What follows belongs to an exercise in optimizing a design on an open flow for small area and a short achievable clock period; a production flow would make more cautious choices.
Where RTL was checked, it was by simulation tests only, not by an equivalence proof against the original.
Power figures rest on the tool's default switching activity, not on a simulated workload.

==> run C: inputs <==
==> flow/design.v (excerpt) <==
module processor(
  input clk,
  input rst,
  input [31:0] instruction,
  output [31:0] instruction_addr);
Settings: LEC_CHECK=0, CAP_MARGIN=20, CORE_MARGIN=2, CORE_UTILIZATION=60, PLACE_DENSITY=0.72, SETUP_SLACK_MARGIN=2.5, SLEW_MARGIN=20; clock period 12.5 ns.
run.sh (not shown) runs the stock make flow with config.mk's settings and CLKGATE_MAP_FILE= SYNTH_SCRIPT=/design/flow/synth_recipe.tcl, a recipe that flattens the netlist after the stock synthesis.
==> run A: changes against run C <==
--- a/flow/design.v
+++ b/flow/design.v
@@ -1,54 +1,31 @@
-module processor(
-  input clk,
-  input rst,
-  input [31:0] instruction,
-  output [31:0] instruction_addr);
-  wire [4:0] op   = instruction[31:27];
-  wire       br   = instruction[26];
-  wire       w    = instruction[25];
-  wire       i    = instruction[24];
-  wire [4:0] dst  = instruction[23:19];
-  wire [4:0] src1 = instruction[18:14];
-  wire [4:0] src2 = instruction[13:9];
-  wire [4:0] imm  = instruction[8:4];
-  reg [31:0] pc;
-  assign instruction_addr = pc;
-  wire [31:0] t;
-  reg [31:0] rf [0:31];
-  always @(posedge clk)
-    if (w) rf[dst] <= t;
-  wire [31:0] a = rf[src1];
-  wire [31:0] b = rf[src2];
-  wire op_add = (op == 5'd0);
-  wire op_sub = (op == 5'd1);
-  wire op_mul = (op == 5'd2);
-  wire op_shl = (op == 5'd3);
-  wire op_and = (op == 5'd4);
-  wire op_or  = (op == 5'd5);
-  wire s_mul = i & op_mul;
-  wire s_as  = i & (op_add | op_sub);
-  wire s_add = i & op_add;
-  wire s_sub = i & op_sub;
-  wire s_shl = i & op_shl;
-  wire s_and = i & op_and;
-  wire s_or  = i & op_or;
-  wire s_imm = ~i;
-  wire [31:0] shl = (|b[31:5]) ? 32'd0 : (a << b[4:0]);
-  wire [31:0] X = (a & {32{s_as}}) | (shl & {32{s_shl}}) | (a & b & {32{s_and}}) |
-                  ((a | b) & {32{s_or}}) | ({27'd0, imm} & {32{s_imm}});
-  wire [31:0] Y = (b & {32{s_add}}) | (~b & {32{s_sub}});
+module booth_enc(
+  input  [31:0] b,
+  input         en,
+  output [15:0] bone,
+  output [15:0] btwo,
+  output [15:0] bneg);
   wire [32:0] bx = {b, 1'b0};
-  wire [15:0] bone, btwo, bneg;
   genvar g;
   generate
     for (g = 0; g < 16; g = g + 1) begin : BE
-      assign bone[g] = s_mul & (bx[2*g+1] ^ bx[2*g]);
-      assign btwo[g] = s_mul & ((bx[2*g+2] & ~bx[2*g+1] & ~bx[2*g]) | (~bx[2*g+2] & bx[2*g+1] & bx[2*g]));
-      assign bneg[g] = s_mul & bx[2*g+2];
+      assign bone[g] = en & (bx[2*g+1] ^ bx[2*g]);
+      assign btwo[g] = en & ((bx[2*g+2] & ~bx[2*g+1] & ~bx[2*g]) | (~bx[2*g+2] & bx[2*g+1] & bx[2*g]));
+      assign bneg[g] = en & bx[2*g+2];
     end
   endgenerate
+endmodule
+module csa_tree(
+  input  [31:0] a,
+  input  [15:0] bone,
+  input  [15:0] btwo,
+  input  [15:0] bneg,
+  input  [31:0] X,
+  input  [31:0] Y,
+  input         s_sub,
+  output [31:0] ms,
+  output [31:0] mc);
   wire pp0_0 = ((bone[0] & a[0]) | (btwo[0] & 1'b0)) ^ bneg[0];
   wire pp0_1 = ((bone[0] & a[1]) | (btwo[0] & a[0])) ^ bneg[0];
   wire pp0_2 = ((bone[0] & a[2]) | (btwo[0] & a[1])) ^ bneg[0];
   wire pp0_3 = ((bone[0] & a[3]) | (btwo[0] & a[2])) ^ bneg[0];
   wire pp0_4 = ((bone[0] & a[4]) | (btwo[0] & a[3])) ^ bneg[0];
@@ -925,18 +902,90 @@
   wire fc302 = (fc283 & fc284) | (fs300 & (fc283 ^ fc284));
   wire fs303 = fs301 ^ fc285 ^ fs302;
   wire fc303 = (fs301 & fc285) | (fs302 & (fs301 ^ fc285));
   wire hs304 = fc286 ^ fs303;
   wire hc304 = fc286 & fs303;
-  wire [31:0] ms = {hc287, hc270, hc254, hc238, hc223, hc208, hc194, hc180, fs179, hc154, hc142, hc130, hc119, hc108, hc98, hc88, hc79, fs78, hc62, hc54, hc47, hc40, hc34, fs33, hc23, fs22, fs17, hs14, fs9, hs7, fs3, hs2};
-  wire [31:0] mc = {hs304, hs287, hs270, hs254, hs238, hs223, hs208, hs194, hs180, hs167, hs154, hs142, hs130, hs119, hs108, hs98, hs88, hs79, hs70, hs62, hs54, hs47, hs40, hs34, hs28, hs23, hs18, fs13, hs10, fs6, hs4, X[0]};
-  assign t = ms + mc;
+  assign ms = {hc287, hc270, hc254, hc238, hc223, hc208, hc194, hc180, fs179, hc154, hc142, hc130, hc119, hc108, hc98, hc88, hc79, fs78, hc62, hc54, hc47, hc40, hc34, fs33, hc23, fs22, fs17, hs14, fs9, hs7, fs3, hs2};
+  assign mc = {hs304, hs287, hs270, hs254, hs238, hs223, hs208, hs194, hs180, hs167, hs154, hs142, hs130, hs119, hs108, hs98, hs88, hs79, hs70, hs62, hs54, hs47, hs40, hs34, hs28, hs23, hs18, fs13, hs10, fs6, hs4, X[0]};
+endmodule
+module add32(
+  input  [31:0] x,
+  input  [31:0] y,
+  input         cin,
+  output [31:0] s);
+  assign s = x + y + cin;
+endmodule
+module next_pc(
+  input  [31:0] pc,
+  input  [31:0] ms,
+  input  [31:0] mc,
+  input         br,
+  output [31:0] pcn);
   wire [31:0] Pp = ms & {32{br}};
   wire [31:0] Qp = mc & {32{br}};
   wire [31:0] x3 = pc ^ Pp ^ Qp;
   wire [31:0] y3 = (pc & Pp) | (Qp & (pc ^ Pp));
-  wire [31:0] pcn = x3 + {y3[30:0], ~br};
+  assign pcn = x3 + {y3[30:0], ~br};
+endmodule
+module xrow(
+  input  [31:0] a,
+  input  [31:0] b,
+  input  [4:0]  imm,
+  input         s_as,
+  input         s_shl,
+  input         s_and,
+  input         s_or,
+  input         s_imm,
+  output [31:0] X);
+  wire [31:0] shl = (|b[31:5]) ? 32'd0 : (a << b[4:0]);
+  assign X = (a & {32{s_as}}) | (shl & {32{s_shl}}) | (a & b & {32{s_and}}) |
+             ((a | b) & {32{s_or}}) | ({27'd0, imm} & {32{s_imm}});
+endmodule
+module processor(
+  input clk,
+  input rst,
+  input [31:0] instruction,
+  output [31:0] instruction_addr);
+  wire [4:0] op   = instruction[31:27];
+  wire       br   = instruction[26];
+  wire       w    = instruction[25];
+  wire       i    = instruction[24];
+  wire [4:0] dst  = instruction[23:19];
+  wire [4:0] src1 = instruction[18:14];
+  wire [4:0] src2 = instruction[13:9];
+  wire [4:0] imm  = instruction[8:4];
+  reg [31:0] pc;
+  assign instruction_addr = pc;
+  wire [31:0] t;
+  reg [31:0] rf [0:31];
+  always @(posedge clk)
+    if (w) rf[dst] <= t;
+  wire [31:0] a = rf[src1];
+  wire [31:0] b = rf[src2];
+  genvar g;
+  wire op_add = (op == 5'd0);
+  wire op_sub = (op == 5'd1);
+  wire op_mul = (op == 5'd2);
+  wire op_shl = (op == 5'd3);
+  wire op_and = (op == 5'd4);
+  wire op_or  = (op == 5'd5);
+  wire s_mul = i & op_mul;
+  wire s_as  = i & (op_add | op_sub);
+  wire s_add = i & op_add;
+  wire s_sub = i & op_sub;
+  wire [31:0] X;
+  xrow XR(.a(a), .b(b), .imm(imm), .s_as(s_as), .s_shl(i & op_shl),
+          .s_and(i & op_and), .s_or(i & op_or), .s_imm(~i), .X(X));
+  wire [31:0] Y = (b & {32{s_add}}) | (~b & {32{s_sub}});
+  wire [15:0] bone, btwo, bneg;
+  booth_enc BE(.b(b), .en(s_mul), .bone(bone), .btwo(btwo), .bneg(bneg));
+  wire [31:0] ms, mc;
+  csa_tree T(.a(a), .bone(bone), .btwo(btwo), .bneg(bneg), .X(X), .Y(Y),
+             .s_sub(s_sub), .ms(ms), .mc(mc));
+  add32 AT(.x(ms), .y(mc), .cin(1'b0), .s(t));
+  wire [31:0] pcn;
+  next_pc NP(.pc(pc), .ms(ms), .mc(mc), .br(br), .pcn(pcn));
   always @(posedge clk) begin
     if (rst)
       pc <= 32'd0;
     else
       pc <= pcn;
--- a/flow/config.mk
+++ b/flow/config.mk
@@ -9,5 +9,7 @@
 export CORE_MARGIN = 2
 export CORE_UTILIZATION = 60
 export PLACE_DENSITY = 0.72
 export SETUP_SLACK_MARGIN = 2.5
 export SLEW_MARGIN = 20
+export SYNTH_HIERARCHICAL = 1
+export SYNTH_MINIMUM_KEEP_SIZE = 0
==> qor summary <==
Critical path data required time: run C 13070 ps; run A 13020 ps
Highest achievable clock rate: run C 98.30 MHz; run A 97.50 MHz
Period utilization: run C 0.8139; run A 0.8205
Comb pwr: run C 2.29 mW; run A 2.49 mW
Largest net degree at the start of global routing: run C 68; run A 67
Critical path buffers and inverters: run C 9; run A 6
Sum of internal, switching and leakage power: run C 9.523 mW; run A 9.833 mW
Count of buffers added by post-CTS timing repair for setup: run C 127; run A 143
Total sequential power: run C 4.10 mW; run A 4.19 mW
Result of the run: run C complete, no violations; run A complete, no violations
Fillcell total: run C 7209; run A 7392
Critical path fanouts, max: run C 30; run A 11
WP data arrival: run C 10750 ps; run A 10780 ps
Cell count after synthesis: run C 4918; run A 4893
Multi-Input Combinational: run C 3178; run A 3188
Rows: run C 123; run A 124
Slew at the pin closest to its max-slew limit: run C 1163 ps; run A 1168 ps
Sum of met2 wire segment lengths after detailed routing: run C 111300 microns; run A 109100 microns
Initial antenna violation count: run C 7; run A 17
Part of the Yosys area used for sequential elements: run C 0.4632; run A 0.4579
Power density over the cells: run C 118.3 mW/mm^2; run A 121.9 mW/mm^2
Combinational share of power: run C 0.241; run A 0.253
Post_cts resized: run C 244; run A 249
Routed length per placed instance: run C 36.74 microns; run A 36.11 microns
For run A, only the layout was checked, not whether the RTL still works.

-- afterwards: timing with drivers on the ports --
How much do the figures lean on ideal ports? The routed layouts below were timed once more, with nothing changed but the port constraints. Step 1, drivers: a clkbuf_16 drives clk and a buf_2 each remaining input, both assumed. Step 2, shift: input delay + t, output delay - t, t = (earliest + latest rising clock arrival at the registers) / 2. This alone moves slack from input paths to output paths. a / b / c = no drivers / after step 1 / after step 2; a / b = the first two.
| run | t (ns) | setup slack, ns | worst register clock-pin slew, ns |
|---|---|---|---|
| run C | 0.775 | 2.327 / 2.118 / 1.343 | 0.07 / 0.07 |
| run A | 0.772 | 2.243 / 2.028 / 1.256 | 0.07 / 0.07 |
After both steps every run listed still meets setup and hold. For run A, which loses most, drivers alone change the setup slack by -0.215 ns; drivers and shift together by -0.987 ns.
